From an optimization exercise on the open Yosys and OpenROAD flow, aimed at small area and a short achievable clock period; shortcuts taken in it are not production practice. At most, simulation tests tie the RTL to the original design; equivalence was not proved. No functional check of the RTL was part of run 4.

<file path="flow/config.mk">
export PLATFORM = sky130hd
export DESIGN_NAME = square_extractor
export DESIGN_NICKNAME = square_extractor
export VERILOG_FILES = /design/flow/design.v
export SDC_FILE = /design/flow/constraint.sdc
export NUM_CORES = 8
export LEC_CHECK = 0
export ABC_AREA = 1
export CAP_MARGIN = 20
export CORE_MARGIN = 2
export CORE_UTILIZATION = 40
export CTS_CLUSTER_DIAMETER = 200
export CTS_CLUSTER_SIZE = 20
export SETUP_SLACK_MARGIN = 3.05
export SLEW_MARGIN = 20
</file>
<file path="flow/constraint.sdc">
create_clock -name core_clock -period 5.5 [get_ports {clk}]
set_input_delay 1.1000 -clock core_clock [delete_from_list [all_inputs] [get_ports {clk}]]
set_output_delay 1.1000 -clock core_clock [all_outputs]
set_load 0.01 [all_outputs]
</file>
<file path="flow/design.v">
module square_cell #(
	parameter J = 1
)(
	input  [J:0]   r,      
	input  [J-1:0] qn,     
	input  [1:0]   b,      
	output [J+1:0] nr,
	output [J:0]   nqn
);
	wire [J+2:0] d = {r, b} + {1'b1, qn, 2'b11};
	wire ge = ~d[J+2];
	assign nqn = {qn, ~ge};
	assign nr = ge ? d[J+1:0] : {r[J-1:0], b};
endmodule
module square_cell4 #(
	parameter J = 1
)(
	input  [J:0]   r,      
	input  [J-1:0] qn,     
	input  [3:0]   b,      
	output [J+2:0] nr,
	output [J+1:0] nqn
);
	wire [J+5:0] t = {1'b0, r, b};
	wire [J+5:0] d1 = t + {3'b111, qn, 3'b111};             
	wire [J+5:0] d2 = t + {2'b11, qn, 4'b1100};             
	wire [J+5:0] d3 = t + {3'b111, qn, 3'b000} + {2'b11, qn, 4'b1111};  
	wire ge1 = ~d1[J+5];
	wire ge2 = ~d2[J+5];
	wire ge3 = ~d3[J+5];
	assign nqn = {qn, ~ge2, ~((ge1 & ~ge2) | ge3)};
	assign nr = ge3 ? d3[J+2:0] : ge2 ? d2[J+2:0] : ge1 ? d1[J+2:0] : t[J+2:0];
endmodule
module square_extractor #(
	parameter WIDTH = 32
)(
	input clk,     
	input rst_n,   
	input din_valid,
	input [2 * WIDTH - 1:0]radicand,
	output dout_valid,
	output [WIDTH - 1:0]dout,
	output [2 * WIDTH - 1:0]remainder
);
	wire [2:0] qn3;
	wire [3:0] r3;
	wire [2:0] q3_t;
	wire [5:0] sq3_t;
	assign q3_t = (radicand[63:58] >= 6'd49) ? 3'd7 : (radicand[63:58] >= 6'd36) ? 3'd6 : (radicand[63:58] >= 6'd25) ? 3'd5 : (radicand[63:58] >= 6'd16) ? 3'd4 : (radicand[63:58] >= 6'd9) ? 3'd3 : (radicand[63:58] >= 6'd4) ? 3'd2 : (radicand[63:58] >= 6'd1) ? 3'd1 : 3'd0;
	assign sq3_t = (radicand[63:58] >= 6'd49) ? 6'd49 : (radicand[63:58] >= 6'd36) ? 6'd36 : (radicand[63:58] >= 6'd25) ? 6'd25 : (radicand[63:58] >= 6'd16) ? 6'd16 : (radicand[63:58] >= 6'd9) ? 6'd9 : (radicand[63:58] >= 6'd4) ? 6'd4 : (radicand[63:58] >= 6'd1) ? 6'd1 : 6'd0;
	assign qn3 = ~q3_t;
	wire [5:0] r3_t = radicand[63:58] - sq3_t;
	assign r3 = r3_t[3:0];
	wire [57:0] x3 = radicand[57:0];
	reg v_s0;
	reg [2:0] qn_s0;
	reg [3:0] r_s0;
	reg [57:0] x_s0;
	always @(posedge clk or negedge rst_n)
		if (!rst_n) v_s0 <= 1'b0;
		else v_s0 <= din_valid;
	always @(posedge clk) begin qn_s0 <= qn3; r_s0 <= r3; x_s0 <= x3; end
	wire [4:0] qn5;
	wire [5:0] r5;
	square_cell4 #(.J(3)) u_step3 (.r(r_s0), .qn(qn_s0), .b(x_s0[57:54]), .nr(r5), .nqn(qn5));
	wire [53:0] x5 = x_s0[53:0];
	reg v_s1;
	reg [4:0] qn_s1;
	reg [5:0] r_s1;
	reg [53:0] x_s1;
	always @(posedge clk or negedge rst_n)
		if (!rst_n) v_s1 <= 1'b0;
		else v_s1 <= v_s0;
	always @(posedge clk) begin qn_s1 <= qn5; r_s1 <= r5; x_s1 <= x5; end
	wire [6:0] qn7;
	wire [7:0] r7;
	square_cell4 #(.J(5)) u_step5 (.r(r_s1), .qn(qn_s1), .b(x_s1[53:50]), .nr(r7), .nqn(qn7));
	wire [49:0] x7 = x_s1[49:0];
	reg v_s2;
	reg [6:0] qn_s2;
	reg [7:0] r_s2;
	reg [49:0] x_s2;
	always @(posedge clk or negedge rst_n)
		if (!rst_n) v_s2 <= 1'b0;
		else v_s2 <= v_s1;
	always @(posedge clk) begin qn_s2 <= qn7; r_s2 <= r7; x_s2 <= x7; end
	wire [8:0] qn9;
	wire [9:0] r9;
	square_cell4 #(.J(7)) u_step7 (.r(r_s2), .qn(qn_s2), .b(x_s2[49:46]), .nr(r9), .nqn(qn9));
	wire [45:0] x9 = x_s2[45:0];
	reg v_s3;
	reg [8:0] qn_s3;
	reg [9:0] r_s3;
	reg [45:0] x_s3;
	always @(posedge clk or negedge rst_n)
		if (!rst_n) v_s3 <= 1'b0;
		else v_s3 <= v_s2;
	always @(posedge clk) begin qn_s3 <= qn9; r_s3 <= r9; x_s3 <= x9; end
	wire [10:0] qn11;
	wire [11:0] r11;
	square_cell4 #(.J(9)) u_step9 (.r(r_s3), .qn(qn_s3), .b(x_s3[45:42]), .nr(r11), .nqn(qn11));
	wire [41:0] x11 = x_s3[41:0];
	reg v_s4;
	reg [10:0] qn_s4;
	reg [11:0] r_s4;
	reg [41:0] x_s4;
	always @(posedge clk or negedge rst_n)
		if (!rst_n) v_s4 <= 1'b0;
		else v_s4 <= v_s3;
	always @(posedge clk) begin qn_s4 <= qn11; r_s4 <= r11; x_s4 <= x11; end
	wire [12:0] qn13;
	wire [13:0] r13;
	square_cell4 #(.J(11)) u_step11 (.r(r_s4), .qn(qn_s4), .b(x_s4[41:38]), .nr(r13), .nqn(qn13));
	wire [37:0] x13 = x_s4[37:0];
	reg v_s5;
	reg [12:0] qn_s5;
	reg [13:0] r_s5;
	reg [37:0] x_s5;
	always @(posedge clk or negedge rst_n)
		if (!rst_n) v_s5 <= 1'b0;
		else v_s5 <= v_s4;
	always @(posedge clk) begin qn_s5 <= qn13; r_s5 <= r13; x_s5 <= x13; end
	wire [14:0] qn15;
	wire [15:0] r15;
	square_cell4 #(.J(13)) u_step13 (.r(r_s5), .qn(qn_s5), .b(x_s5[37:34]), .nr(r15), .nqn(qn15));
	wire [33:0] x15 = x_s5[33:0];
	reg v_s6;
	reg [14:0] qn_s6;
	reg [15:0] r_s6;
	reg [33:0] x_s6;
	always @(posedge clk or negedge rst_n)
		if (!rst_n) v_s6 <= 1'b0;
		else v_s6 <= v_s5;
	always @(posedge clk) begin qn_s6 <= qn15; r_s6 <= r15; x_s6 <= x15; end
	wire [16:0] qn17;
	wire [17:0] r17;
	square_cell4 #(.J(15)) u_step15 (.r(r_s6), .qn(qn_s6), .b(x_s6[33:30]), .nr(r17), .nqn(qn17));
	wire [29:0] x17 = x_s6[29:0];
	reg v_s7;
	reg [16:0] qn_s7;
	reg [17:0] r_s7;
	reg [29:0] x_s7;
	always @(posedge clk or negedge rst_n)
		if (!rst_n) v_s7 <= 1'b0;
		else v_s7 <= v_s6;
	always @(posedge clk) begin qn_s7 <= qn17; r_s7 <= r17; x_s7 <= x17; end
	wire [18:0] qn19;
	wire [19:0] r19;
	square_cell4 #(.J(17)) u_step17 (.r(r_s7), .qn(qn_s7), .b(x_s7[29:26]), .nr(r19), .nqn(qn19));
	wire [25:0] x19 = x_s7[25:0];
	reg v_s8;
	reg [18:0] qn_s8;
	reg [19:0] r_s8;
	reg [25:0] x_s8;
	always @(posedge clk or negedge rst_n)
		if (!rst_n) v_s8 <= 1'b0;
		else v_s8 <= v_s7;
	always @(posedge clk) begin qn_s8 <= qn19; r_s8 <= r19; x_s8 <= x19; end
	wire [19:0] qn20;
	wire [20:0] r20;
	square_cell #(.J(19)) u_step19 (.r(r_s8), .qn(qn_s8), .b(x_s8[25:24]), .nr(r20), .nqn(qn20));
	wire [23:0] x20 = x_s8[23:0];
	reg v_s9;
	reg [19:0] qn_s9;
	reg [20:0] r_s9;
	reg [23:0] x_s9;
	always @(posedge clk or negedge rst_n)
		if (!rst_n) v_s9 <= 1'b0;
		else v_s9 <= v_s8;
	always @(posedge clk) begin qn_s9 <= qn20; r_s9 <= r20; x_s9 <= x20; end
	wire [20:0] qn21;
	wire [21:0] r21;
	square_cell #(.J(20)) u_step20 (.r(r_s9), .qn(qn_s9), .b(x_s9[23:22]), .nr(r21), .nqn(qn21));
	wire [21:0] x21 = x_s9[21:0];
	reg v_s10;
	reg [20:0] qn_s10;
	reg [21:0] r_s10;
	reg [21:0] x_s10;
	always @(posedge clk or negedge rst_n)
		if (!rst_n) v_s10 <= 1'b0;
		else v_s10 <= v_s9;
	always @(posedge clk) begin qn_s10 <= qn21; r_s10 <= r21; x_s10 <= x21; end
	wire [21:0] qn22;
	wire [22:0] r22;
	square_cell #(.J(21)) u_step21 (.r(r_s10), .qn(qn_s10), .b(x_s10[21:20]), .nr(r22), .nqn(qn22));
	wire [19:0] x22 = x_s10[19:0];
	reg v_s11;
	reg [21:0] qn_s11;
	reg [22:0] r_s11;
	reg [19:0] x_s11;
	always @(posedge clk or negedge rst_n)
		if (!rst_n) v_s11 <= 1'b0;
		else v_s11 <= v_s10;
	always @(posedge clk) begin qn_s11 <= qn22; r_s11 <= r22; x_s11 <= x22; end
	wire [22:0] qn23;
	wire [23:0] r23;
	square_cell #(.J(22)) u_step22 (.r(r_s11), .qn(qn_s11), .b(x_s11[19:18]), .nr(r23), .nqn(qn23));
	wire [17:0] x23 = x_s11[17:0];
	reg v_s12;
	reg [22:0] qn_s12;
	reg [23:0] r_s12;
	reg [17:0] x_s12;
	always @(posedge clk or negedge rst_n)
		if (!rst_n) v_s12 <= 1'b0;
		else v_s12 <= v_s11;
	always @(posedge clk) begin qn_s12 <= qn23; r_s12 <= r23; x_s12 <= x23; end
	wire [23:0] qn24;
	wire [24:0] r24;
	square_cell #(.J(23)) u_step23 (.r(r_s12), .qn(qn_s12), .b(x_s12[17:16]), .nr(r24), .nqn(qn24));
	wire [15:0] x24 = x_s12[15:0];
	reg v_s13;
	reg [23:0] qn_s13;
	reg [24:0] r_s13;
	reg [15:0] x_s13;
	always @(posedge clk or negedge rst_n)
		if (!rst_n) v_s13 <= 1'b0;
		else v_s13 <= v_s12;
	always @(posedge clk) begin qn_s13 <= qn24; r_s13 <= r24; x_s13 <= x24; end
	wire [24:0] qn25;
	wire [25:0] r25;
	square_cell #(.J(24)) u_step24 (.r(r_s13), .qn(qn_s13), .b(x_s13[15:14]), .nr(r25), .nqn(qn25));
	wire [13:0] x25 = x_s13[13:0];
	reg v_s14;
	reg [24:0] qn_s14;
	reg [25:0] r_s14;
	reg [13:0] x_s14;
	always @(posedge clk or negedge rst_n)
		if (!rst_n) v_s14 <= 1'b0;
		else v_s14 <= v_s13;
	always @(posedge clk) begin qn_s14 <= qn25; r_s14 <= r25; x_s14 <= x25; end
	wire [25:0] qn26;
	wire [26:0] r26;
	square_cell #(.J(25)) u_step25 (.r(r_s14), .qn(qn_s14), .b(x_s14[13:12]), .nr(r26), .nqn(qn26));
	wire [11:0] x26 = x_s14[11:0];
	reg v_s15;
	reg [25:0] qn_s15;
	reg [26:0] r_s15;
	reg [11:0] x_s15;
	always @(posedge clk or negedge rst_n)
		if (!rst_n) v_s15 <= 1'b0;
		else v_s15 <= v_s14;
	always @(posedge clk) begin qn_s15 <= qn26; r_s15 <= r26; x_s15 <= x26; end
	wire [26:0] qn27;
	wire [27:0] r27;
	square_cell #(.J(26)) u_step26 (.r(r_s15), .qn(qn_s15), .b(x_s15[11:10]), .nr(r27), .nqn(qn27));
	wire [9:0] x27 = x_s15[9:0];
	reg v_s16;
	reg [26:0] qn_s16;
	reg [27:0] r_s16;
	reg [9:0] x_s16;
	always @(posedge clk or negedge rst_n)
		if (!rst_n) v_s16 <= 1'b0;
		else v_s16 <= v_s15;
	always @(posedge clk) begin qn_s16 <= qn27; r_s16 <= r27; x_s16 <= x27; end
	wire [27:0] qn28;
	wire [28:0] r28;
	square_cell #(.J(27)) u_step27 (.r(r_s16), .qn(qn_s16), .b(x_s16[9:8]), .nr(r28), .nqn(qn28));
	wire [7:0] x28 = x_s16[7:0];
	reg v_s17;
	reg [27:0] qn_s17;
	reg [28:0] r_s17;
	reg [7:0] x_s17;
	always @(posedge clk or negedge rst_n)
		if (!rst_n) v_s17 <= 1'b0;
		else v_s17 <= v_s16;
	always @(posedge clk) begin qn_s17 <= qn28; r_s17 <= r28; x_s17 <= x28; end
	wire [28:0] qn29;
	wire [29:0] r29;
	square_cell #(.J(28)) u_step28 (.r(r_s17), .qn(qn_s17), .b(x_s17[7:6]), .nr(r29), .nqn(qn29));
	wire [5:0] x29 = x_s17[5:0];
	reg v_s18;
	reg [28:0] qn_s18;
	reg [29:0] r_s18;
	reg [5:0] x_s18;
	always @(posedge clk or negedge rst_n)
		if (!rst_n) v_s18 <= 1'b0;
		else v_s18 <= v_s17;
	always @(posedge clk) begin qn_s18 <= qn29; r_s18 <= r29; x_s18 <= x29; end
	wire [29:0] qn30;
	wire [30:0] r30;
	square_cell #(.J(29)) u_step29 (.r(r_s18), .qn(qn_s18), .b(x_s18[5:4]), .nr(r30), .nqn(qn30));
	wire [3:0] x30 = x_s18[3:0];
	reg v_s19;
	reg [29:0] qn_s19;
	reg [30:0] r_s19;
	reg [3:0] x_s19;
	always @(posedge clk or negedge rst_n)
		if (!rst_n) v_s19 <= 1'b0;
		else v_s19 <= v_s18;
	always @(posedge clk) begin qn_s19 <= qn30; r_s19 <= r30; x_s19 <= x30; end
	wire [30:0] qn31;
	wire [31:0] r31;
	square_cell #(.J(30)) u_step30 (.r(r_s19), .qn(qn_s19), .b(x_s19[3:2]), .nr(r31), .nqn(qn31));
	wire [1:0] x31 = x_s19[1:0];
	reg v_s20;
	reg [30:0] qn_s20;
	reg [31:0] r_s20;
	reg [1:0] x_s20;
	always @(posedge clk or negedge rst_n)
		if (!rst_n) v_s20 <= 1'b0;
		else v_s20 <= v_s19;
	always @(posedge clk) begin qn_s20 <= qn31; r_s20 <= r31; x_s20 <= x31; end
	wire [31:0] qn32;
	wire [32:0] r32;
	square_cell #(.J(31)) u_step31 (.r(r_s20), .qn(qn_s20), .b(x_s20[1:0]), .nr(r32), .nqn(qn32));
	reg v_s21;
	reg [31:0] qn_s21;
	reg [32:0] r_s21;
	always @(posedge clk or negedge rst_n)
		if (!rst_n) v_s21 <= 1'b0;
		else v_s21 <= v_s20;
	always @(posedge clk) begin qn_s21 <= qn32; r_s21 <= r32; end
	assign dout_valid = v_s21;
	assign dout = ~qn_s21;
	assign remainder = {31'b0, r_s21};
endmodule
</file>
<file path="flow/flow/run.sh">
#!/bin/bash
# Own flow: the standard layout (standard.sh), except that synthesis maps
# the combinational logic with flow/abc.script (see flow/synth.tcl).  Each
# step's full output goes to a log file of its own in this folder.
set -euo pipefail
W=$(pwd)
export OWN_WORK=$W
export OWN_ABC_SCRIPT=$W/flow/abc.script
for step in synth floorplan place cts route finish; do
  bash standard.sh SYNTH_SCRIPT=$W/flow/synth.tcl $step > $W/$step.log 2>&1
done
</file>
<file path="flow/flow/abc.script">
strash
dch
map -B 0.9
topo
stime -c
buffer -c
upsize -c
dnsize -c
</file>
<file path="flow/flow/synth.tcl">
# The standard flow's synthesis script (synth_recipe.tcl in the work folder), without
# Yosys's extract_fa step (ORFS's mapping of full and half adders onto the
# library's fa/ha cells) and with Yosys's abc pass run on flow/abc.script.
# Only the mapping of the combinational logic changes; the flip-flops and
# their names are the standard synthesis's.
proc extract_fa {args} { puts "own flow: extract_fa skipped" }
proc abc {args} {
  set i [lsearch $args -script]
  lset args [expr {$i + 1}] $::env(OWN_ABC_SCRIPT)
  puts "own flow: abc $args"
  yosys abc {*}$args
}
source $::env(OWN_WORK)/synth_recipe.tcl
</file>
<file path="flow/standard.sh">
#!/bin/bash
# synth_recipe.tcl (not shown) runs the flow's synth.tcl, then flattens the netlist and writes it again
# the make line also repeats each setting of config.mk as NAME=value (left out here)
make -C /OpenROAD-flow-scripts/flow DESIGN_CONFIG=/design/flow/config.mk WORK_HOME=/design/flow/orfs CLKGATE_MAP_FILE= SYNTH_SCRIPT=/design/flow/synth_recipe.tcl "${@:-finish}"
</file>
==> key figures, run 1 <==
Status
  • Run status: timing/DRC/antenna clean

Global routing
  • Initial antenna violation count: 5
  • Largest net degree at the start of global routing: 40
  • First-pass GRT wire length: 356000 um
  • Vias in the first global route: 65700
  • Total global-route track usage: 23.2%
  • Gr ovfl total: 0

Clocking
  • TritonCTS Buffers: 82
  • Root Buffer: clkbuf_16
  • Clk sinks: 1452
  • Max Buffers Root-to-Sink: 3
  • Worst-path clk slew: 0.08 ns
  • Later-pin clock latency in the skew report: 0.75 ns
  • Hold Buf Count CTS: 0
  • CTS tree: yes
  • CTS HTree Levels: 3

Placed design
  • IO Port Bufs: 132
  • Post-DP HPWL: 180000 um
  • RD Place Congestion: 0.952

Logic synthesis
  • Post-synth EDFFs: 0
  • Sequential area share after synthesis: 39.2%
  • Synthesis warning total: 1
  • Yosys reg bits: 1452
  • Async set-reset flop share out of synthesis: 1.52%
  • Ys flop type: dfxtp_1
  • Yosys cell types: 67
  • Post-Synthesis Cells: 11500
  • Syn avg cell area: 6.46 um^2
  • Synthesized area: 74400 um^2

Drt
  • Drt via density: 5.03
  • Via count: 71500
  • Final wirelength: 234000 um
  • Drt first-iter violations: 5793
  • Drt pass-1 iters: 6
  • Drt wl/cell: 16.5 um
  • ANT nets after route: 0
  • Drc violations: 0

Setup path
  • Crit-path max FO: 1
  • Slowest cell on the critical path: dfxtp_1
  • CP delay by family, top: flip-flops
  • Setup crit start kind: register
  • Worst EP arrival: 1.28 ns
  • CP max stage delay: 0.32 ns
  • Critical path class: reg2out
  • Critical path required time: 4.40 ns
  • Crit path capture type: output port
  • Critical Path, Cell by Cell: clkdlybuf4s15_1
  • Buf/Inv on CP: 1

STA
  • Slew headroom: 39.4%
  • Clk_skew: 0.0387 ns
  • Final setup viols: 0
  • TNS Setup: 0 ns
  • Final Max Slew Viols: 0
  • Worst-Margin Slew: 0.906 ns
  • Final worst-path cycle share: 43.3%
  • RSZ-0062 raised after global routing: yes
  • Final hold viol count: 0
  • Final min period: 2.38 ns
  • Max Clock Freq: 0.420 GHz

Flow run
  • Max_cap viols: 0

Floorplan
  • Rows: 158
  • Die Ht: 435 um
  • Initial Util: 40.2%
  • Die X: 435 um
  • Core ar.: 185000 um^2
  • IO Count: 164
  • DIE AREA: 190000 um^2

Worst hold path
  • HP Class: reg2reg

Cells and area
  • Synthesis-to-layout area growth: 12.2%
  • Core Util, Final: 45.1%
  • Share of cells above drive strength 1: 9.00%
  • Final #Nets: 11800
  • Most frequent cells in the layout: nand2_1, nor2_1, inv_1, dfxtp_1, nand3_1
  • Number of fill cells: 19400
  • Most common cell after layout, fill and taps aside: nand2_1
-- path summary, 6_finish.rpt --
kind | startpoint | end | slack (ns) | cells after the start
worst min-delay path | x_s10[4] | x_s11[4] | 0.31 | 0
max in group asynchronous | rst_n | v_s20 | 4.06 | 1
worst max-delay path | r_s21[16] | remainder[16] | 3.12 | 1
worst min register to register | x_s10[4] | x_s11[4] | 0.31 | 0
min in group asynchronous | rst_n | v_s0 | 0.87 | 1
worst max register to register | qn_s8[13] | r_s9[18] | 3.13 | 12
-- per-layer routing --
metal / vias up / global-route usage [%] / part of all wire [%]
li1: 36500 / - / -
met1: 32700 / 30.7 / 45
met2: 1900 / 40.0 / 47
met3: 327 / 2.21 / 5.3
met4: 0 / 6.85 / 2.8
met5: - / 0 / 0
-- registers in the layout, indices dropped and copies added (netlist names), 27 cells and up --
name	flops
qn_s19	30
x_s1	54
x_s6	34
r_s19	31
r_s18	30
r_s20	32
x_s5	38
r_s17	29
x_s0	58
x_s4	42
qn_s16	27
r_s15	27
qn_s20	31
qn_s18	29
r_s16	28
x_s3	46
x_s7	30
qn_s17	28
r_s21	33
x_s2	50
qn_s21	32
-- kinds of logic (layout without fill, tap and decap cells) --
logic type	count (synthesis)	count (layout)	share of synthesized area (%)
xor+xnor	430	430	5.06
compound gates	1432	1432	10.8
other cells	1	32	0.00504
simple gates	6632	6673	36.2
flops	1452	1452	39.2
buf+inv	1571	1704	8.70
-- cells in the mapped netlist, drive strengths merged, types with 50 or more instances --
library cell  instances  area share [%]
nand2              3964              20
nor2               1621             8.3
dfxtp              1430              38
inv                1399             7.1
nand3               728             5.0
a21oi               629             4.3
o21ai               507             3.5
xor2                305             3.6
buf                 151             1.5
xnor2               125             1.5
nand4               100            0.85
nor3                 98            0.69
o21bai               79            0.80
a31oi                61            0.51
a21boi               50            0.51
-- cell type report --
cell class | count | area [um^2] | share of cell area, %
Antenna cell | 1 | 2.50 | 0.00300
Clock buffer | 87 | 2090 | 2.50
Clock inverter | 6 | 82.6 | 0.0989
Inverter | 1401 | 5320 | 6.36
Multi-Input combinational cell | 8566 | 41600 | 49.8
Sequential cell | 1452 | 29400 | 35.2
Tap cell | 2480 | 3100 | 3.72
Timing Repair Buffer | 209 | 1880 | 2.25
Timing Repair inverter | 1 | 8.76 | 0.0105
-- through the flow --
stage | cells | hold slack (ns) | cell area, um^2 | worst slack (ns)
floorplan | 11500 | 0.310 | 74500 | 3.06
global placement | 14000 | 0.310 | 77800 | 2.21
detailed placement | 14000 | 0.312 | 77800 | 2.37
CTS | 14100 | 0.304 | 80800 | 3.01
global route | 14200 | 0.323 | 83500 | 2.95
finish | 14200 | 0.311 | 83500 | 3.12
-- what timing repair did --
item                                    CTS  global route
gates cloned                             13            29
endpoints found under the setup margin  508           466
buffers inserted                         17            57
pin swaps                                19            68
gates resized for setup                 442           611
==> inputs of run 2 (changes only) <==
==> flow/flow/abc.script (replaced) <==
strash
dch
map -B 0.5
topo
stime -c
buffer -c
upsize -c
dnsize -c
==> run 2 against run 1 <==
Still clean on timing, DRC and antenna. Die area down 2.5%. Clock skew rose by 0.023 ns. Critical path depth increased by 12. Cell count down 5.0%. Fmax shrank 2.4%.
==> key figures, run 2 <==
STA
  • Max Clock Freq: 0.409 GHz (was 0.420 GHz)
  • TNS Setup: 0 ns (unchanged)
  • Final worst-path cycle share: 44.4% (was 43.3%)
  • Slew headroom: 39.0% (was 39.4%)
  • Hold Slack: 0.310 ns (was 0.311 ns)
  • RSZ-0062 raised after global routing: yes (unchanged)
  • Clk_skew: 0.0621 ns (was 0.0387 ns)
  • Final setup viols: 0 (unchanged)
  • Fin worst setup slack: 3.06 ns (was 3.12 ns)
  • Final min period: 2.44 ns (was 2.38 ns)
  • Final hold viol count: 0 (unchanged)
  • Final Max Slew Viols: 0 (unchanged)
  • Worst-Margin Slew: 0.913 ns (was 0.906 ns)

Global routing
  • First-pass GRT wire length: 353000 um (was 356000 um)
  • Gr ovfl total: 0 (unchanged)
  • Initial antenna violation count: 4 (was 5)
  • Total global-route track usage: 23.8% (was 23.2%)
  • Vias in the first global route: 64400 (was 65700)
  • Largest net degree at the start of global routing: 49 (was 40)

Drt
  • Drt pass-1 iters: 6 (unchanged)
  • Drc violations: 0 (unchanged)
  • Drt first-iter violations: 5524 (was 5793)
  • Drt wl/cell: 17.4 um (was 16.5 um)
  • Final wirelength: 235000 um (was 234000 um)
  • Drt via density: 5.21 (was 5.03)
  • ANT nets after route: 0 (unchanged)
  • Via count: 70300 (was 71500)

Clocking
  • Root Buffer: clkbuf_16 (unchanged)
  • Later-pin clock latency in the skew report: 0.77 ns (was 0.75 ns)
  • Max Buffers Root-to-Sink: 3 (unchanged)
  • CTS HTree Levels: 3 (unchanged)
  • TritonCTS Buffers: 82 (unchanged)
  • Clk sinks: 1452 (unchanged)
  • CTS tree: yes (unchanged)
  • Worst-path clk slew: 0.10 ns (was 0.08 ns)
  • Hold Buf Count CTS: 0 (unchanged)

Placed design
  • Dpl ws: 2.15 ns (was 2.37 ns)
  • Post-DP HPWL: 178000 um (was 180000 um)
  • IO Port Bufs: 132 (unchanged)
  • Post-DP Area: 75900 um^2 (was 77800 um^2)
  • Cell count after placement: 13200 (was 14000)
  • RD Place Congestion: 0.953 (was 0.952)

Cells and area
  • Most common cell after layout, fill and taps aside: nand2_1 (unchanged)
  • FF/Latch Area: 29600 um^2 (was 29400 um^2)
  • Largest register FFs: 58 (unchanged)
  • Multi-input logic area: 40900 um^2 (was 41600 um^2)
  • Synthesis-to-layout area growth: 14.3% (was 12.2%)
  • Final #Nets: 11200 (was 11800)
  • Reg with most FFs: x_s0 (unchanged)
  • Top flop regs: x_s0 x58, x_s1 x54, x_s2 x50 (unchanged)
  • Share of cells above drive strength 1: 10.6% (was 9.00%)
  • Finished Layout Cells: 13500 (was 14200)
  • Number of fill cells: 18500 (was 19400)
  • Most frequent cells in the layout: nand2_1, nor2_1, dfxtp_1, inv_1, a21oi_1 (was nand2_1, nor2_1, inv_1, dfxtp_1, nand3_1)
  • Design area: 82900 um^2 (was 83500 um^2)

Logic synthesis
  • Async set-reset flop share out of synthesis: 1.52% (unchanged)
  • Post-Synthesis Cells: 10800 (was 11500)
  • Syn avg cell area: 6.70 um^2 (was 6.46 um^2)
  • Synthesis warning total: 1 (unchanged)
  • Synth area leaders: dfxtp_1, nand2_1, nor2_1 (unchanged)
  • Post-synth top area cell: dfxtp_1 (unchanged)
  • Most numerous cell in the Yosys netlist: nand2_1 (unchanged)
  • Most frequent cells after synthesis: nand2_1, nor2_1, dfxtp_1, inv_1, a21oi_1 (was nand2_1, nor2_1, dfxtp_1, inv_1, nand3_1)
  • Synthesized area: 72500 um^2 (was 74400 um^2)
  • Sequential area share after synthesis: 40.2% (was 39.2%)
  • Yosys top cell area share: 39.5% (was 38.5%)
  • Yosys reg bits: 1452 (unchanged)
  • Post-synth EDFFs: 0 (unchanged)
  • Yosys cell types: 72 (was 67)
  • Ys flop type: dfxtp_1 (unchanged)

Floorplan
  • IO Count: 164 (unchanged)
  • Die Ht: 430 um (was 435 um)
  • Die X: 430 um (was 435 um)
  • Core ar.: 181000 um^2 (was 185000 um^2)
  • Initial Util: 40.2% (about the same)
  • DIE AREA: 185000 um^2 (was 190000 um^2)
  • Rows: 156 (was 158)

Setup path
  • Worst EP arrival: 3.13 ns (was 1.28 ns)
  • Crit path capture type: register (was output port)
  • Critical path required time: 6.19 ns (was 4.40 ns)
  • Crit-path max FO: 17 (was 1)
  • Setup crit start kind: register (unchanged)
  • Critical path class: reg2reg (was reg2out)

Worst hold path
  • HP Class: reg2reg (unchanged)

Flow run
  • Max_cap viols: 0 (unchanged)

Status
  • Run status: timing/DRC/antenna clean (unchanged)
[run 2: changes by cell type in the layout (fill, tap and decap cells not counted), moves of 39 or more]
| cell | delta |
|---|---|
| nand2_1 | -901 |
| inv_1 | -126 |
| o21ai_0 | +118 |
| a21oi_1 | +101 |
| nor2_1 | -60 |
| buf_4 | +58 |
| xnor2_1 | +45 |
| o21ai_1 | +43 |
| nand4_1 | +42 |
| dfxtp_4 | +39 |
[run 2: what timing repair did]
| item | 4_1_cts | 5_1_grt |
|---|---|---|
| buffers inserted | 43 | 91 |
| setup endpoints to repair | 514 | 464 |
| pin swaps | 28 | 103 |
| hold endpoints to repair | 0 | 0 |
| cloned | 20 | 32 |
| gates resized for setup | 623 | 705 |
[run 2: final cells by class]
cell class / instances / share of cell area [%]
Tap cell: 2370 / 3.58
Inverter: 1256 / 5.75
Clock inverter: 7 / 0.211
Antenna cell: 1 / 0.00302
Clock buffer: 87 / 2.52
Sequential cell: 1452 / 35.7
Timing Repair Buffer: 275 / 2.93
Multi-Input combinational cell: 8042 / 49.3
[run 2: critical path, cell delays in order, from the launching register on]
cell	delay, ns
dfxtp_1	0.42
nand2_1	0.08
inv_1	0.11
nor2_2	0.07
a21oi_1	0.20
o21ai_0	0.19
a21o_1	0.21
a21oi_1	0.15
nand2_2	0.14
nand2_8	0.19
nand2_8	0.15
nand2_8	0.17
nand3_1	0.13
nand2_1	0.13
[run 2: metal layers]
layer / global-route usage (%) / routed length (um) / vias up
met5: 0 / 0 / -
li1: - / - / 35400
met1: 31.4 / 105000 / 32600
met3: 2.46 / 12700 / 382
met2: 40.6 / 109000 / 2017
met4: 7.91 / 7650 / 0
[run 2: path summary, 6_finish.rpt]
path,startpoint,end,slack (ns),cells past startpoint
setup / recovery,r_s20[14],r_s21[19],3.06,13
hold / removal,x_s3[36],x_s4[36],0.31,0
setup reg to reg,r_s20[14],r_s21[19],3.06,13
hold reg to reg,x_s3[36],x_s4[36],0.31,0
max in group asynchronous,rst_n,v_s1,4.05,1
min in group asynchronous,rst_n,v_s10,0.89,1
[run 2: metrics by stage]
stage | utilization [%]
2_1_floorplan | -
3_3_place_gp | 42.0
3_5_place_dp | 42.0
4_1_cts | 44.0
5_1_grt | 45.9
6_report | 45.9
[run 2: cells by family after synthesis]
group	share of synthesized area, %
AO/OA/AOI/OAI	13.5
buffers and inverters	8.05
flip-flops	40.2
XOR/XNOR	5.40
AND/OR/NAND/NOR	32.9
other	0.00517
==> inputs of run 3 (changes only) <==
--- a/flow/flow/run.sh
+++ b/flow/flow/run.sh
@@ -8,4 +8,4 @@
 export OWN_ABC_SCRIPT=$W/flow/abc.script
 for step in synth floorplan place cts route finish; do
-  bash standard.sh SYNTH_SCRIPT=$W/flow/synth.tcl $step > $W/$step.log 2>&1
+  bash standard.sh SYNTH_SCRIPT=$W/flow/synth.tcl RECOVER_POWER=100 $step > $W/$step.log 2>&1
 done
==> flow/flow/abc.script (replaced) <==
strash
dch
map -B 0.9
topo
stime -c
buffer -c
upsize -c
dnsize -c
==> run 3 against run 2 <==
Still clean on timing, DRC and antenna. Count of clock-buffer cells in the layout is the same. Non-clock buffer count shrank 66. Fmax shrank 33%. Critical path depth grew 2. Wire length shrank 0.28%. First-iteration DRC count grew 4.5%. Worst hold slack gained 0.00067 ns. Area after synthesis grew 2.6%. Cell area shrank 0.98%.
==> key figures, run 3 <==
Logic synthesis
  • Most numerous cell in the Yosys netlist: nand2_1 (unchanged)
  • Most frequent cells after synthesis: nand2_1, nor2_1, dfxtp_1, inv_1, nand3_1 (was nand2_1, nor2_1, dfxtp_1, inv_1, a21oi_1)
  • Synth area leaders: dfxtp_1, nand2_1, nor2_1 (unchanged)
  • Post-synth top area cell: dfxtp_1 (unchanged)
  • Post-Synthesis Cells: 11500 (was 10800)
  • Yosys reg bits: 1452 (unchanged)
  • Ys flop type: dfxtp_1 (unchanged)
  • Syn avg cell area: 6.46 um^2 (was 6.70 um^2)
  • Synthesis warning total: 1 (unchanged)
  • Sequential area share after synthesis: 39.2% (was 40.2%)
  • Post-synth EDFFs: 0 (unchanged)
  • Yosys cell types: 67 (was 72)
  • Async set-reset flop share out of synthesis: 1.52% (unchanged)
  • Yosys top cell area share: 38.5% (was 39.5%)
  • Synthesized area: 74400 um^2 (was 72500 um^2)

Global routing
  • Gr ovfl total: 0 (unchanged)
  • Largest net degree at the start of global routing: 40 (was 49)
  • Vias in the first global route: 65700 (was 64400)
  • Initial antenna violation count: 6 (was 4)
  • First-pass GRT wire length: 356000 um (was 353000 um)
  • Total global-route track usage: 23.2% (was 23.8%)

Floorplan
  • IO Count: 164 (unchanged)
  • DIE AREA: 190000 um^2 (was 185000 um^2)
  • Core ar.: 185000 um^2 (was 181000 um^2)
  • Die Ht: 435 um (was 430 um)
  • Initial Util: 40.2% (about the same)
  • Rows: 158 (was 156)
  • Die X: 435 um (was 430 um)

Placed design
  • Post-DP HPWL: 180000 um (was 178000 um)
  • RD Place Congestion: 0.952 (was 0.953)
  • IO Port Bufs: 132 (unchanged)
  • Post-DP Area: 77800 um^2 (was 75900 um^2)

Setup path
  • Critical path class: reg2reg (unchanged)
  • Setup crit start kind: register (unchanged)
  • R2r setup slk: 1.84 ns (was 3.06 ns)
  • Worst EP arrival: 4.33 ns (was 3.13 ns)
  • Crit path capture type: register (unchanged)
  • Crit-path max FO: 16 (was 17)
  • Critical path required time: 6.17 ns (was 6.19 ns)

Drt
  • Drt wl/cell: 16.5 um (was 17.4 um)
  • ANT nets after route: 0 (unchanged)
  • Via count: 71600 (was 70300)
  • Drt via density: 5.04 (was 5.21)
  • Final wirelength: 234000 um (was 235000 um)
  • Drc violations: 0 (unchanged)
  • Drt pass-1 iters: 6 (unchanged)
  • Drt first-iter violations: 5770 (was 5524)

Clocking
  • Later-pin clock latency in the skew report: 0.75 ns (was 0.77 ns)
  • CTS tree: yes (unchanged)
  • Clk sinks: 1452 (unchanged)
  • Worst-path clk slew: 0.09 ns (was 0.10 ns)
  • Root Buffer: clkbuf_16 (unchanged)
  • Hold Buf Count CTS: 0 (unchanged)
  • CTS HTree Levels: 3 (unchanged)
  • TritonCTS Buffers: 82 (unchanged)
  • Max Buffers Root-to-Sink: 3 (unchanged)

STA
  • RSZ-0062 raised after global routing: yes (unchanged)
  • Worst-Margin Slew: 0.946 ns (was 0.913 ns)
  • Final hold viol count: 0 (unchanged)
  • Final Max Slew Viols: 0 (unchanged)
  • TNS Setup: 0 ns (unchanged)
  • Hold Slack: 0.310 ns (about the same)
  • Max Clock Freq: 0.273 GHz (was 0.409 GHz)
  • Final setup viols: 0 (unchanged)
  • Final min period: 3.66 ns (was 2.44 ns)
  • Slew headroom: 36.9% (was 39.0%)
  • Final worst-path cycle share: 66.6% (was 44.4%)
  • Clk_skew: 0.0422 ns (was 0.0621 ns)

Cells and area
  • Largest register FFs: 58 (unchanged)
  • Share of cells above drive strength 1: 6.34% (was 10.6%)
  • Most frequent cells in the layout: nand2_1, nor2_1, dfxtp_1, inv_1, nand3_1 (was nand2_1, nor2_1, dfxtp_1, inv_1, a21oi_1)
  • Reg with most FFs: x_s0 (unchanged)
  • Synthesis-to-layout area growth: 10.3% (was 14.3%)
  • Most common cell after layout, fill and taps aside: nand2_1 (unchanged)
  • Top flop regs: x_s0 x58, x_s1 x54, x_s2 x50 (unchanged)
  • Final #Nets: 11800 (was 11200)
  • Design area: 82100 um^2 (was 82900 um^2)

Flow run
  • Max_cap viols: 0 (unchanged)

Status
  • Run status: timing/DRC/antenna clean (unchanged)

Worst hold path
  • HP Class: reg2reg (unchanged)
[run 3: changes by cell type after synthesis, moves of 19 or more]
cell | previous run | this run
nor4_1 | 34 | 15
nand2_1 | 3021 | 3908
inv_1 | 1240 | 1358
nand2_2 | 31 | 50
a21oi_1 | 729 | 619
nor2_1 | 1532 | 1580
xor2_1 | 269 | 305
xnor2_1 | 175 | 125
inv_2 | 15 | 40
nand4_1 | 141 | 99
o21ai_0 | 589 | 403
nor3_1 | 124 | 93
[run 3: logic make-up (layout without fill, tap and decap cells)]
family / after synthesis / after routing / share of synthesized area (%)
AND/OR/NAND/NOR: 6632 / 6673 / 36.2
buffers and inverters: 1571 / 1704 / 8.70
flip-flops: 1452 / 1452 / 39.2
AO/OA/AOI/OAI: 1432 / 1432 / 10.8
XOR/XNOR: 430 / 430 / 5.06
other: 1 / 32 / 0.00504
[run 3: worst max-delay path, cell delays in order, from the launching register on]
cell	delay, ns
dfxtp_1	0.61
inv_1	0.13
nand2_1	0.11
nand3_1	0.15
nand2_1	0.11
nand3_1	0.10
nand2_1	0.17
o21ai_0	0.16
nand2_1	0.10
nand2_1	0.09
a21oi_1	0.58
nand2_2	0.15
nor2_4	0.12
clkbuf_1	0.68
nand2_1	0.20
nand2_1	0.13
[run 3: path summary, 6_finish.rpt]
path,startpoint,to,cells past startpoint
setup / recovery,qn_s5[6],r_s6[6],15
hold / removal,x_s10[4],x_s11[4],0
setup reg to reg,qn_s5[6],r_s6[6],15
hold reg to reg,x_s10[4],x_s11[4],0
max in group asynchronous,rst_n,v_s20,1
min in group asynchronous,rst_n,v_s0,1
[run 3: layout make-up]
type                    count  area, um^2
multi-input cells        8566       40600
diodes                      1        2.50
repair inverters            1        5.00
clock buffers              87        2090
inverters                1401        5300
well taps                2480        3100
clock inverters             6        82.6
fillers                 19700      103000
repair buffers            209        1680
flip-flops and latches   1452       29300
[run 3: per-layer routing]
layer	routed length, um	global-route usage [%]
met1	105000	30.7
met4	6600	6.85
met3	12600	2.21
met5	0	0
met2	109000	40.0
[run 3: per-stage QoR]
step	util (%)	setup WS [ns]	instances
after floorplan	-	3.06	11500
after global placement	42.0	2.21	14000
after detailed placement	42.0	2.37	14000
after CTS	43.6	3.01	14100
after global routing	44.3	1.61	14200
final	44.3	1.84	14200
[run 3: repair_timing]
action,in CTS,in global routing
pin swaps,19,68
cloned,13,29
setup buffers,17,57
setup endpoints to repair,508,466
resized for setup,442,611
==> inputs of run 4 (changes only) <==
--- a/flow/design.v
+++ b/flow/design.v
@@ -43,13 +43,74 @@
 	output [2 * WIDTH - 1:0]remainder
 );
-	wire [2:0] qn3;
-	wire [3:0] r3;
-	wire [2:0] q3_t;
-	wire [5:0] sq3_t;
-	assign q3_t = (radicand[63:58] >= 6'd49) ? 3'd7 : (radicand[63:58] >= 6'd36) ? 3'd6 : (radicand[63:58] >= 6'd25) ? 3'd5 : (radicand[63:58] >= 6'd16) ? 3'd4 : (radicand[63:58] >= 6'd9) ? 3'd3 : (radicand[63:58] >= 6'd4) ? 3'd2 : (radicand[63:58] >= 6'd1) ? 3'd1 : 3'd0;
-	assign sq3_t = (radicand[63:58] >= 6'd49) ? 6'd49 : (radicand[63:58] >= 6'd36) ? 6'd36 : (radicand[63:58] >= 6'd25) ? 6'd25 : (radicand[63:58] >= 6'd16) ? 6'd16 : (radicand[63:58] >= 6'd9) ? 6'd9 : (radicand[63:58] >= 6'd4) ? 6'd4 : (radicand[63:58] >= 6'd1) ? 6'd1 : 6'd0;
-	assign qn3 = ~q3_t;
-	wire [5:0] r3_t = radicand[63:58] - sq3_t;
-	assign r3 = r3_t[3:0];
+	reg [2:0] qn3;
+	reg [3:0] r3;
+	always @(*)
+		case (radicand[63:58])
+			6'd0: begin qn3 = 3'd7; r3 = 4'd0; end
+			6'd1: begin qn3 = 3'd6; r3 = 4'd0; end
+			6'd2: begin qn3 = 3'd6; r3 = 4'd1; end
+			6'd3: begin qn3 = 3'd6; r3 = 4'd2; end
+			6'd4: begin qn3 = 3'd5; r3 = 4'd0; end
+			6'd5: begin qn3 = 3'd5; r3 = 4'd1; end
+			6'd6: begin qn3 = 3'd5; r3 = 4'd2; end
+			6'd7: begin qn3 = 3'd5; r3 = 4'd3; end
+			6'd8: begin qn3 = 3'd5; r3 = 4'd4; end
+			6'd9: begin qn3 = 3'd4; r3 = 4'd0; end
+			6'd10: begin qn3 = 3'd4; r3 = 4'd1; end
+			6'd11: begin qn3 = 3'd4; r3 = 4'd2; end
+			6'd12: begin qn3 = 3'd4; r3 = 4'd3; end
+			6'd13: begin qn3 = 3'd4; r3 = 4'd4; end
+			6'd14: begin qn3 = 3'd4; r3 = 4'd5; end
+			6'd15: begin qn3 = 3'd4; r3 = 4'd6; end
+			6'd16: begin qn3 = 3'd3; r3 = 4'd0; end
+			6'd17: begin qn3 = 3'd3; r3 = 4'd1; end
+			6'd18: begin qn3 = 3'd3; r3 = 4'd2; end
+			6'd19: begin qn3 = 3'd3; r3 = 4'd3; end
+			6'd20: begin qn3 = 3'd3; r3 = 4'd4; end
+			6'd21: begin qn3 = 3'd3; r3 = 4'd5; end
+			6'd22: begin qn3 = 3'd3; r3 = 4'd6; end
+			6'd23: begin qn3 = 3'd3; r3 = 4'd7; end
+			6'd24: begin qn3 = 3'd3; r3 = 4'd8; end
+			6'd25: begin qn3 = 3'd2; r3 = 4'd0; end
+			6'd26: begin qn3 = 3'd2; r3 = 4'd1; end
+			6'd27: begin qn3 = 3'd2; r3 = 4'd2; end
+			6'd28: begin qn3 = 3'd2; r3 = 4'd3; end
+			6'd29: begin qn3 = 3'd2; r3 = 4'd4; end
+			6'd30: begin qn3 = 3'd2; r3 = 4'd5; end
+			6'd31: begin qn3 = 3'd2; r3 = 4'd6; end
+			6'd32: begin qn3 = 3'd2; r3 = 4'd7; end
+			6'd33: begin qn3 = 3'd2; r3 = 4'd8; end
+			6'd34: begin qn3 = 3'd2; r3 = 4'd9; end
+			6'd35: begin qn3 = 3'd2; r3 = 4'd10; end
+			6'd36: begin qn3 = 3'd1; r3 = 4'd0; end
+			6'd37: begin qn3 = 3'd1; r3 = 4'd1; end
+			6'd38: begin qn3 = 3'd1; r3 = 4'd2; end
+			6'd39: begin qn3 = 3'd1; r3 = 4'd3; end
+			6'd40: begin qn3 = 3'd1; r3 = 4'd4; end
+			6'd41: begin qn3 = 3'd1; r3 = 4'd5; end
+			6'd42: begin qn3 = 3'd1; r3 = 4'd6; end
+			6'd43: begin qn3 = 3'd1; r3 = 4'd7; end
+			6'd44: begin qn3 = 3'd1; r3 = 4'd8; end
+			6'd45: begin qn3 = 3'd1; r3 = 4'd9; end
+			6'd46: begin qn3 = 3'd1; r3 = 4'd10; end
+			6'd47: begin qn3 = 3'd1; r3 = 4'd11; end
+			6'd48: begin qn3 = 3'd1; r3 = 4'd12; end
+			6'd49: begin qn3 = 3'd0; r3 = 4'd0; end
+			6'd50: begin qn3 = 3'd0; r3 = 4'd1; end
+			6'd51: begin qn3 = 3'd0; r3 = 4'd2; end
+			6'd52: begin qn3 = 3'd0; r3 = 4'd3; end
+			6'd53: begin qn3 = 3'd0; r3 = 4'd4; end
+			6'd54: begin qn3 = 3'd0; r3 = 4'd5; end
+			6'd55: begin qn3 = 3'd0; r3 = 4'd6; end
+			6'd56: begin qn3 = 3'd0; r3 = 4'd7; end
+			6'd57: begin qn3 = 3'd0; r3 = 4'd8; end
+			6'd58: begin qn3 = 3'd0; r3 = 4'd9; end
+			6'd59: begin qn3 = 3'd0; r3 = 4'd10; end
+			6'd60: begin qn3 = 3'd0; r3 = 4'd11; end
+			6'd61: begin qn3 = 3'd0; r3 = 4'd12; end
+			6'd62: begin qn3 = 3'd0; r3 = 4'd13; end
+			6'd63: begin qn3 = 3'd0; r3 = 4'd14; end
+			default: begin qn3 = 3'd0; r3 = 4'd0; end
+		endcase
 	wire [57:0] x3 = radicand[57:0];
 	reg v_s0;
==> flow/run.sh (new file) <==
#!/bin/bash
# synth_recipe.tcl (not shown) runs the flow's synth.tcl, then flattens the netlist and writes it again
# the make line also repeats each setting of config.mk as NAME=value (left out here)
make -C /OpenROAD-flow-scripts/flow DESIGN_CONFIG=/design/flow/config.mk WORK_HOME=/design/flow/orfs CLKGATE_MAP_FILE= SYNTH_SCRIPT=/design/flow/synth_recipe.tcl finish
--- a/flow/config.mk
+++ b/flow/config.mk
@@ -10,6 +10,6 @@
 export CORE_MARGIN = 2
 export CORE_UTILIZATION = 40
-export CTS_CLUSTER_DIAMETER = 200
-export CTS_CLUSTER_SIZE = 20
-export SETUP_SLACK_MARGIN = 3.05
+export CTS_CLUSTER_DIAMETER = 60
+export CTS_CLUSTER_SIZE = 30
+export SETUP_SLACK_MARGIN = 3
 export SLEW_MARGIN = 20
removed: flow/flow/run.sh
removed: flow/flow/abc.script
removed: flow/flow/synth.tcl
removed: flow/standard.sh
==> run 4 against run 3 <==
Sequential cell count is the same. Register-to-register slack gained 1.0 ns. Cell count shrank 9.8%. Setup slack gained 1.0 ns. Area after synthesis grew 0.43%. Clock skew shrank 0.0015 ns. Die area grew 0.42%.
==> key figures, run 4 <==
STA
  • Fin worst setup slack: 2.89 ns (was 1.84 ns)
  • Final hold viol count: 0 (unchanged)
  • Clk_skew: 0.0407 ns (was 0.0422 ns)
  • Final Max Slew Viols: 0 (unchanged)
  • RSZ-0062 raised after global routing: yes (unchanged)
  • Final min period: 2.61 ns (was 3.66 ns)
  • TNS Setup: 0 ns (unchanged)
  • Final setup viols: 0 (unchanged)
  • Max Clock Freq: 0.383 GHz (was 0.273 GHz)
  • Final worst-path cycle share: 47.5% (was 66.6%)
  • Worst-Margin Slew: 0.926 ns (was 0.946 ns)
  • Slew headroom: 38.1% (was 36.9%)

Floorplan
  • Initial Util: 40.3% (was 40.2%)
  • Die X: 436 um (was 435 um)
  • Rows: 158 (unchanged)
  • DIE AREA: 190000 um^2 (about the same)
  • IO Count: 164 (unchanged)
  • Die Ht: 436 um (was 435 um)
  • Core ar.: 186000 um^2 (was 185000 um^2)

Logic synthesis
  • Synth area leaders: dfxtp_1, nand2_1, ha_1 (was dfxtp_1, nand2_1, nor2_1)
  • Post-synth EDFFs: 0 (unchanged)
  • Simple-gate share of the synthesized area: 27.5% (was 36.2%)
  • Most frequent cells after synthesis: nand2_1, dfxtp_1, inv_1, nor2_1, a21oi_1 (was nand2_1, nor2_1, dfxtp_1, inv_1, nand3_1)
  • Adder-cell share of the synthesized area: 13.5% (was 0%)
  • Largest family of logic cells by synthesized area: simple AND/OR/NAND/NOR gates (unchanged)
  • Yosys reg bits: 1452 (unchanged)
  • Post-synth top area cell: dfxtp_1 (unchanged)
  • Async set-reset flop share out of synthesis: 1.52% (unchanged)
  • Yosys cell types: 66 (was 67)
  • Synthesis warning total: 1 (unchanged)
  • Post-Synthesis Cells: 9876 (was 11500)
  • XOR/XNOR share of the synthesized area: 4.23% (was 5.06%)
  • Yosys top cell area share: 38.3% (was 38.5%)
  • Post-synthesis mux area share: 0% (unchanged)
  • Synthesized area: 74700 um^2 (was 74400 um^2)
  • Most numerous cell in the Yosys netlist: nand2_1 (unchanged)
  • Synth Area in Compound Gates: 9.46% (was 10.8%)
  • Sequential area share after synthesis: 39.0% (was 39.2%)
  • Ys flop type: dfxtp_1 (unchanged)
  • Syn avg cell area: 7.57 um^2 (was 6.46 um^2)

Setup path
  • CP max stage delay: 0.55 ns (was 0.68 ns)
  • Critical path required time: 6.20 ns (was 6.17 ns)
  • CP delay by family, top: adder cells (was simple AND/OR/NAND/NOR gates)
  • Crit-path max FO: 6 (was 16)
  • Slowest cell on the critical path: fa_1 (was clkbuf_1)
  • Worst r2r src: qn_s7[13] (was qn_s5[6])
  • Crit path capture type: register (unchanged)
  • Buf/Inv on CP: 6 (was 2)
  • Reg-to-Reg End: r_s8[10] (was r_s6[6])
  • Setup crit start kind: register (unchanged)
  • Worst EP arrival: 3.32 ns (was 4.33 ns)
  • R2r setup slk: 2.89 ns (was 1.84 ns)
  • FF-to-FF path depth: 15 (unchanged)
  • Critical Path, Cell by Cell: inv_2, fa_1, inv_2, ha_4, inv_4, nor3_4, nand2_2, nor2_2, nand2_2, nand3_4, clkinvlp_4, buf_12, buf_16, nand3_2, nand2_1 (was inv_1, nand2_1, nand3_1, nand2_1, nand3_1, nand2_1, o21ai_0, nand2_1, nand2_1, a21oi_1, nand2_2, nor2_4, clkbuf_1, nand2_1, nand2_1)
  • Critical path class: reg2reg (unchanged)

Clocking
  • Clk sinks: 1452 (unchanged)
  • Worst-path clk slew: 0.08 ns (was 0.09 ns)
  • TritonCTS Buffers: 134 (was 82)
  • Max Buffers Root-to-Sink: 3 (unchanged)
  • Root Buffer: clkbuf_16 (unchanged)
  • CTS tree: yes (unchanged)
  • CTS HTree Levels: 4 (was 3)
  • Later-pin clock latency in the skew report: 0.84 ns (was 0.75 ns)

Cells and area
  • Core Util, Final: 47.3% (was 44.3%)
  • Design area: 87800 um^2 (was 82100 um^2)
  • Most frequent cells in the layout: nand2_1, dfxtp_1, inv_1, nor2_1, a21oi_1 (was nand2_1, nor2_1, dfxtp_1, inv_1, nand3_1)
  • Most common cell after layout, fill and taps aside: nand2_1 (unchanged)
  • Share of cells above drive strength 1: 11.7% (was 6.34%)
  • Top flop regs: x_s0 x58, x_s1 x54, x_s2 x50 (unchanged)
  • # diodes: 0 (was 1)
  • Synthesis-to-layout area growth: 17.5% (was 10.3%)
  • Largest register FFs: 58 (unchanged)
  • Reg with most FFs: x_s0 (unchanged)
  • Final #Nets: 11000 (was 11800)

Placed design
  • Post-DP HPWL: 176000 um (was 180000 um)
  • IO Port Bufs: 132 (unchanged)
  • RD Place Congestion: 0.995 (was 0.952)
  • Post-DP Area: 78200 um^2 (was 77800 um^2)
  • Dpl ws: 2.13 ns (was 2.37 ns)

Global routing
  • Largest net degree at the start of global routing: 38 (was 40)
  • Total global-route track usage: 22.6% (was 23.2%)
  • Initial antenna violation count: 8 (was 6)
  • First-pass GRT wire length: 344000 um (was 356000 um)
  • Vias in the first global route: 61800 (was 65700)
  • Gr ovfl total: 0 (unchanged)

Worst hold path
  • Hold Path Depth: 0 (unchanged)
  • Hold_sp: x_s1[47] (was x_s10[4])
  • HP Class: reg2reg (unchanged)
  • Hold path endpoint: x_s2[47] (was x_s11[4])

Drt
  • Drt pass-1 iters: 7 (was 6)
  • Final wirelength: 229000 um (was 234000 um)
  • Drc violations: 0 (unchanged)
  • Drt wl/cell: 17.8 um (was 16.5 um)
  • Via count: 65400 (was 71600)
  • Drt via density: 5.10 (was 5.04)
  • Drt first-iter violations: 5266 (was 5770)
  • ANT nets after route: 0 (unchanged)

Flow run
  • Max_cap viols: 0 (unchanged)

Status
  • Run status: timing/DRC/antenna clean (unchanged)
==> run 4: cell count changes in the layout (fill, tap and decap cells not counted), sizes merged, moves of 65 or more <==
cell,previous run,this run
o21ai,507,415
ha,0,665
nor2,1621,700
nand2,3999,3237
nand4,100,165
buf,70,203
nand3,734,642
fa,0,88
inv,1398,1020
==> run 4: cells by family after synthesis <==
| logic type | Yosys count |
|---|---|
| AOI/OAI and AO/OA | 1292 |
| xor gates and xnor gates | 361 |
| adders and majority gates | 753 |
| buffers and inverters | 1103 |
| DFF | 1452 |
| other | 1 |
| and+or+nand+nor | 4914 |
==> run 4: layout make-up <==
cell class / count / area (um^2)
timing repair inverter: 1 / 7.51
timing repair buffer: 277 / 2410
tap: 2480 / 3100
sequential: 1452 / 29600
inverter: 974 / 3710
fill: 18400 / 97800
clock buffer: 142 / 3410
clock inverter: 108 / 1710
multi-input combinational: 7384 / 43900
==> run 4: worst max path at each step <==
stage	from	cells after the start	slack, ns	to
2_1_floorplan	qn_s7[13]	14	3.06	r_s8[9]
3_3_place_gp	qn_s7[13]	12	2.20	r_s8[8]
3_5_place_dp	qn_s7[14]	14	2.13	r_s8[8]
4_1_cts	qn_s7[2]	13	2.87	r_s8[8]
5_1_grt	qn_s7[13]	15	2.78	r_s8[8]
6_report	qn_s7[13]	15	2.89	r_s8[10]
==> run 4: timing repair <==
item,in CTS,in global routing
buffers inserted,53,85
setup endpoints to repair,390,461
hold buffers,0,0
endpoints found under the hold margin,0,0
pin swaps,47,127
gates cloned,12,26
gates resized for setup,590,515
==> run 4: stage by stage <==
| step | cells | hold WS [ns] |
|---|---|---|
| final | 12800 | 0.311 |
| after global routing | 12800 | 0.316 |
| after CTS | 12700 | 0.312 |
| after detailed placement | 12400 | 0.312 |
| after global placement | 12400 | 0.310 |
| after floorplan | 9906 | 0.310 |
==> run 4: metal layers <==
layer	vias up	global-route usage, %	wire (um)
met2	1981	37.6	106000
met5	-	0	0
met4	0	6.70	6350
li1	32900	-	-
met1	30100	30.2	102000
met3	387	3.54	14200

[afterwards: timing with drivers on the ports]
Ports are ideal in the flow. The routed layouts listed here were re-timed in OpenROAD. Step 1 sets driving cells, clkbuf_16 on the clock port and buf_2 on the other inputs (assumed; they add their load-dependent delay and slew). Step 2 adds t to the input delays and takes it off the output delays; t is the mean of the earliest and latest rising clock arrival at the registers after step 1. Input paths then give back, and output paths get back, about the clock's delay inside the block. Slacks: ideal / step 1 / step 2; pairs: ideal / step 1.
run	t (ns)	setup WS [ns]	worst register clock-pin slew, ns	worst data-port slew with drivers (ns)	cell pins on the clock port's net
run 1	0.821	3.116 / 3.029 / 2.459	0.11 / 0.11	0.06	1
run 2	0.827	3.058 / 3.034 / 2.412	0.10 / 0.10	0.13	1
run 3	0.821	1.838 / 1.838 / 1.838	0.11 / 0.11	0.06	1
run 4	0.903	2.888 / 2.888 / 2.582	0.10 / 0.10	0.07	1
After both steps setup and hold are still met in every run listed. For run 1, which loses most, drivers alone change the setup slack by -0.087 ns; drivers and shift together by -0.657 ns.
